From an optimization exercise on the open Yosys and OpenROAD flow, aimed at small area and a short achievable clock period; shortcuts taken in it are not production practice. Function was checked by simulation only, so behaviour that the tests miss may differ from the original. The flow treats the clock pin as an ideal source. Dropping or thinning the clock tree relies on that and would not hold on a real chip. Power and IR drop assume default switching activity.

==> module bcnn_pipeline, before the edit <==
module bcnn_pipeline (
    input  wire       clk,
    input  wire       reset,
    input  wire       pixel_in,
    input  wire       valid_in,
    input  wire [8:0] weight_bits1,
    input  wire [8:0] weight_bits2,
    input  wire [3:0] threshold1,
    input  wire [3:0] threshold2,
    output reg        pixel_out,
    output reg        valid_out
);
    reg [4:0] col, row;
    reg       f_lb1, f_pl1, f_l2;
    wire      last_col = (col == 5'd27);
    wire [4:0] col_nx  = last_col ? 5'd0 : col + 5'd1;
    wire [4:0] row_nx  = last_col ? ((row == 5'd27) ? 5'd0 : row + 5'd1) : row;
    always @(posedge clk) begin
        if (reset) begin
            col   <= 5'd0;
            row   <= 5'd0;
            f_lb1 <= 1'b1;
            f_pl1 <= 1'b0;
            f_l2  <= 1'b0;
        end else if (valid_in) begin
            col   <= col_nx;
            row   <= row_nx;
            f_lb1 <= (col_nx <= 5'd25);
            f_pl1 <= ~col_nx[0] && col_nx >= 5'd4 && col_nx <= 5'd26;
            f_l2  <= row_nx[0] && row_nx >= 5'd3 && row_nx <= 5'd25 && col_nx[0] && col_nx >= 5'd5;
        end
    end
    function [2:0] therm;
        input [2:0] q;
        therm = {&q, (q[0] & q[1]) | (q[0] & q[2]) | (q[1] & q[2]), |q};
    endfunction
    function [9:0] le_therm;
        input [3:0] th;
        integer j;
        for (j = 0; j < 10; j = j + 1)
            le_therm[j] = (th <= j);
    endfunction
    function [6:0] w_of;
        input [1:0] s;
        input [9:0] lth;
        integer k;
        for (k = 0; k < 7; k = k + 1)
            w_of[k] = ((s == 2'd0) & lth[k])     | ((s == 2'd1) & lth[k + 1]) |
                      ((s == 2'd2) & lth[k + 2]) | ((s == 2'd3) & lth[k + 3]);
    endfunction
    function [3:0] v_of;
        input [6:0] w;
        input [2:0] g;
        integer m;
        for (m = 0; m < 4; m = m + 1)
            v_of[m] = w[m] | (g[0] & w[m + 1]) | (g[1] & w[m + 2]) | (g[2] & w[m + 3]);
    endfunction
    function act;
        input [3:0] v;
        input [2:0] g;
        act = v[0] | (g[0] & v[1]) | (g[1] & v[2]) | (g[2] & v[3]);
    endfunction
    function [1:0] count3;
        input [2:0] q;
        count3 = {(q[0] & q[1]) | (q[0] & q[2]) | (q[1] & q[2]), ^q};
    endfunction
    reg  [51:0] lb1;                  
    wire        x1 = pixel_in;        
    wire        m1 = lb1[25];         
    wire        t1 = lb1[51];         
    wire [2:0] q10 = {~(t1 ^ weight_bits1[8]), ~(m1 ^ weight_bits1[5]), ~(x1 ^ weight_bits1[2])};
    wire [2:0] q11 = {~(t1 ^ weight_bits1[7]), ~(m1 ^ weight_bits1[4]), ~(x1 ^ weight_bits1[1])};
    wire [2:0] q12 = {~(t1 ^ weight_bits1[6]), ~(m1 ^ weight_bits1[3]), ~(x1 ^ weight_bits1[0])};
    reg  [1:0] s1;
    reg  [3:0] v1;
    reg        a1_r;                  
    wire [3:0] v1_nx = v_of(w_of(s1, le_therm(threshold1)), therm(q11));
    wire       a1    = act(v1, therm(q12));
    always @(posedge clk) begin
        if (valid_in) begin
            if (f_lb1)
                lb1 <= {lb1[50:0], x1};
            s1   <= count3(q10);
            v1   <= v1_nx;
            a1_r <= a1;
        end
    end
    reg        left1;                 
    reg [11:0] pl1;                   
    reg        p1_r;                  
    wire       pair1    = left1 | a1_r;
    wire       pair1_ev = f_pl1;
    wire       p1_ev    = f_pl1 && row[0] && row >= 5'd3 && row <= 5'd25;
    always @(posedge clk) begin
        if (valid_in) begin
            if (col[0])
                left1 <= a1_r;
            if (pair1_ev)
                pl1 <= {pl1[10:0], pair1};
            if (p1_ev)
                p1_r <= pair1 | pl1[11];
        end
    end
    wire       l2_ev = f_l2;
    reg [23:0] lb2;                   
    wire       x2 = p1_r;
    wire       m2 = lb2[11];
    wire       t2 = lb2[23];
    wire [2:0] q20 = {~(t2 ^ weight_bits2[8]), ~(m2 ^ weight_bits2[5]), ~(x2 ^ weight_bits2[2])};
    wire [2:0] q21 = {~(t2 ^ weight_bits2[7]), ~(m2 ^ weight_bits2[4]), ~(x2 ^ weight_bits2[1])};
    wire [2:0] q22 = {~(t2 ^ weight_bits2[6]), ~(m2 ^ weight_bits2[3]), ~(x2 ^ weight_bits2[0])};
    reg  [1:0] s2;
    reg  [3:0] v2;
    wire [3:0] v2_nx = v_of(w_of(s2, le_therm(threshold2)), therm(q21));
    wire       a2    = act(v2, therm(q22));
    reg        left2;
    reg  [4:0] pl2;
    wire       pair2    = left2 | a2;
    wire       left2_ev = l2_ev && col[1:0] == 2'b01;
    wire       pair2_ev = l2_ev && col[1:0] == 2'b11 && col >= 5'd11;
    wire       out_ev   = pair2_ev && row[1:0] == 2'b01 && row >= 5'd9;
    always @(posedge clk) begin
        if (l2_ev && valid_in) begin
            lb2 <= {lb2[22:0], x2};
            s2  <= count3(q20);
            v2  <= v2_nx;
        end
        if (left2_ev && valid_in)
            left2 <= a2;
        if (pair2_ev && valid_in)
            pl2 <= {pl2[3:0], pair2};
        pixel_out <= pair2 | pl2[4];
    end
    always @(posedge clk) begin
        if (reset)
            valid_out <= 1'b0;
        else
            valid_out <= valid_in && out_ev;
    end
endmodule
clock: 4.0 ns
lec_check: 0
cap_margin: 20
core_margin: 2
core_utilization: 40
setup_slack_margin: 2.2
slew_margin: 20
standard.sh (not shown) runs the stock make flow with config.mk's settings and CLKGATE_MAP_FILE= SYNTH_SCRIPT=/design/flow/synth_recipe.tcl, a recipe that flattens the netlist after the stock synthesis.
==> flow/flow/run.sh <==
#!/bin/bash
# Standard ORFS layout (the standard.sh) with two changes:
#  - ports are buffered with a small buffer cell (resizing may grow it);
#  - the clock tree is built by flow/manual_cts.tcl: the clock port drives one
#    root clkbuf, which drives a few clkbufs, each feeding a balanced group of
#    flip-flops (all sinks at the same depth).
set -euo pipefail
W=$PWD
export BUFFER_PORTS_ARGS="-buffer_cell sky130_fd_sc_hd__buf_1"
export PRE_CTS_TCL=$W/flow/manual_cts.tcl
export MCTS_CLOCK_PORT=clk
export MCTS_ROOT=sky130_fd_sc_hd__clkbuf_8
export MCTS_BUF=sky130_fd_sc_hd__clkbuf_16
export MCTS_GROUPS=6
bash standard.sh > $W/standard_flow.log 2>&1
Other scripts of this flow, unchanged in this note and not shown: flow/flow/manual_cts.tcl
==> next run, changes <==
--- a/flow/design.v
+++ b/flow/design.v
@@ -8,32 +8,30 @@
     input  wire [8:0] weight_bits2,
     input  wire [3:0] threshold1,
     input  wire [3:0] threshold2,
     output reg        pixel_out,
     output reg        valid_out
 );
-    reg [4:0] col, row;
-    reg       f_lb1, f_pl1, f_l2;
-    wire      last_col = (col == 5'd27);
-    wire [4:0] col_nx  = last_col ? 5'd0 : col + 5'd1;
-    wire [4:0] row_nx  = last_col ? ((row == 5'd27) ? 5'd0 : row + 5'd1) : row;
+    reg [4:0] cp, rp;
+    wire      last_col = &cp;
     always @(posedge clk) begin
         if (reset) begin
-            col   <= 5'd0;
-            row   <= 5'd0;
-            f_lb1 <= 1'b1;
-            f_pl1 <= 1'b0;
-            f_l2  <= 1'b0;
+            cp <= 5'd4;
+            rp <= 5'd5;
         end else if (valid_in) begin
-            col   <= col_nx;
-            row   <= row_nx;
-            f_lb1 <= (col_nx <= 5'd25);
-            f_pl1 <= ~col_nx[0] && col_nx >= 5'd4 && col_nx <= 5'd26;
-            f_l2  <= row_nx[0] && row_nx >= 5'd3 && row_nx <= 5'd25 && col_nx[0] && col_nx >= 5'd5;
+            cp <= last_col ? 5'd4 : cp + 5'd1;
+            if (last_col)
+                rp <= (rp == 5'd0) ? 5'd5 : rp + 5'd1;
         end
     end
+    wire f_lb1 = ~&cp[4:1];                           
+    wire f_pl1 = ~cp[0] & (cp[4] | cp[3]);            
+    wire f_c2  = cp[0] & (cp[4] | cp[3]);             
+    wire f_ra  = ~rp[0] & (rp[4] | rp[3]);            
+    wire f_rb  = rp[1] & ~rp[0] & (rp[4] | (rp[3] & rp[2]));  
+    wire f_l2  = f_c2 & f_ra;
     function [2:0] therm;
         input [2:0] q;
         therm = {&q, (q[0] & q[1]) | (q[0] & q[2]) | (q[1] & q[2]), |q};
     endfunction
     function [9:0] le_therm;
         input [3:0] th;
@@ -88,17 +86,16 @@
     end
     reg        left1;                 
     reg [11:0] pl1;                   
     reg        p1_r;                  
     wire       pair1    = left1 | a1_r;
     wire       pair1_ev = f_pl1;
-    wire       p1_ev    = f_pl1 && row[0] && row >= 5'd3 && row <= 5'd25;
+    wire       p1_ev    = f_pl1 & f_ra;
     always @(posedge clk) begin
         if (valid_in) begin
-            if (col[0])
-                left1 <= a1_r;
+            left1 <= a1_r;
             if (pair1_ev)
                 pl1 <= {pl1[10:0], pair1};
             if (p1_ev)
                 p1_r <= pair1 | pl1[11];
         end
     end
@@ -114,22 +111,21 @@
     reg  [3:0] v2;
     wire [3:0] v2_nx = v_of(w_of(s2, le_therm(threshold2)), therm(q21));
     wire       a2    = act(v2, therm(q22));
     reg        left2;
     reg  [4:0] pl2;
     wire       pair2    = left2 | a2;
-    wire       left2_ev = l2_ev && col[1:0] == 2'b01;
-    wire       pair2_ev = l2_ev && col[1:0] == 2'b11 && col >= 5'd11;
-    wire       out_ev   = pair2_ev && row[1:0] == 2'b01 && row >= 5'd9;
+    wire       pair2_ev = l2_ev & cp[1] & cp[0] & (cp[4] | (cp[3] & cp[2]));
+    wire       out_ev   = pair2_ev & f_rb;
     always @(posedge clk) begin
         if (l2_ev && valid_in) begin
             lb2 <= {lb2[22:0], x2};
             s2  <= count3(q20);
             v2  <= v2_nx;
         end
-        if (left2_ev && valid_in)
+        if (l2_ev && valid_in)
             left2 <= a2;
         if (pair2_ev && valid_in)
             pl2 <= {pl2[3:0], pair2};
         pixel_out <= pair2 | pl2[4];
     end
     always @(posedge clk) begin
Result: Global-route usage went up by 0.39 points. First-iteration DRC count drops by roughly a tenth. Synthesized cell count is lower by roughly a tenth. Wire length goes down by a few percent. Total power shrinks slightly. Worst hold slack gets better by 0.0053 ns. Die area goes down by a few percent. Final area came out lower by a few percent. Via count shrinks by roughly a tenth. Fmax went up by a few percent. Flip-flop and latch count came out lower by 3. Clock power drops slightly.
No run of this note takes its clock network from TritonCTS; it comes from the design's own scripts or RTL.

## static timing again, ports no longer ideal
The results above use ideal ports. As a check the final layouts listed here were re-extracted and re-timed, cells and wires unchanged. Step 1 sets driving cells, clkbuf_16 on the clock port and buf_2 on the other inputs (assumed; they add their load-dependent delay and slew). Step 2 adds t to the input delays and takes it off the output delays; t is the mean of the earliest and latest rising clock arrival at the registers after step 1. Input paths then give back, and output paths get back, about the clock's delay inside the block. Three values: ideal ports, drivers, drivers and shift; two values: the first two.
| run | t, ns | setup WS [ns] | clock arrival spread, ns | pins driven straight from the clock port |
|---|---|---|---|---|
| the first run | 0.398 | 2.081 / 2.089 / 1.693 | 0.012 / 0.012 | 1 |
| the second run | 0.407 | 2.192 / 2.188 / 1.781 | 0.010 / 0.010 | 1 |
After both steps every run listed still meets setup and hold. For the second run, which loses most, drivers alone change the setup slack by -0.004 ns; drivers and shift together by -0.411 ns.
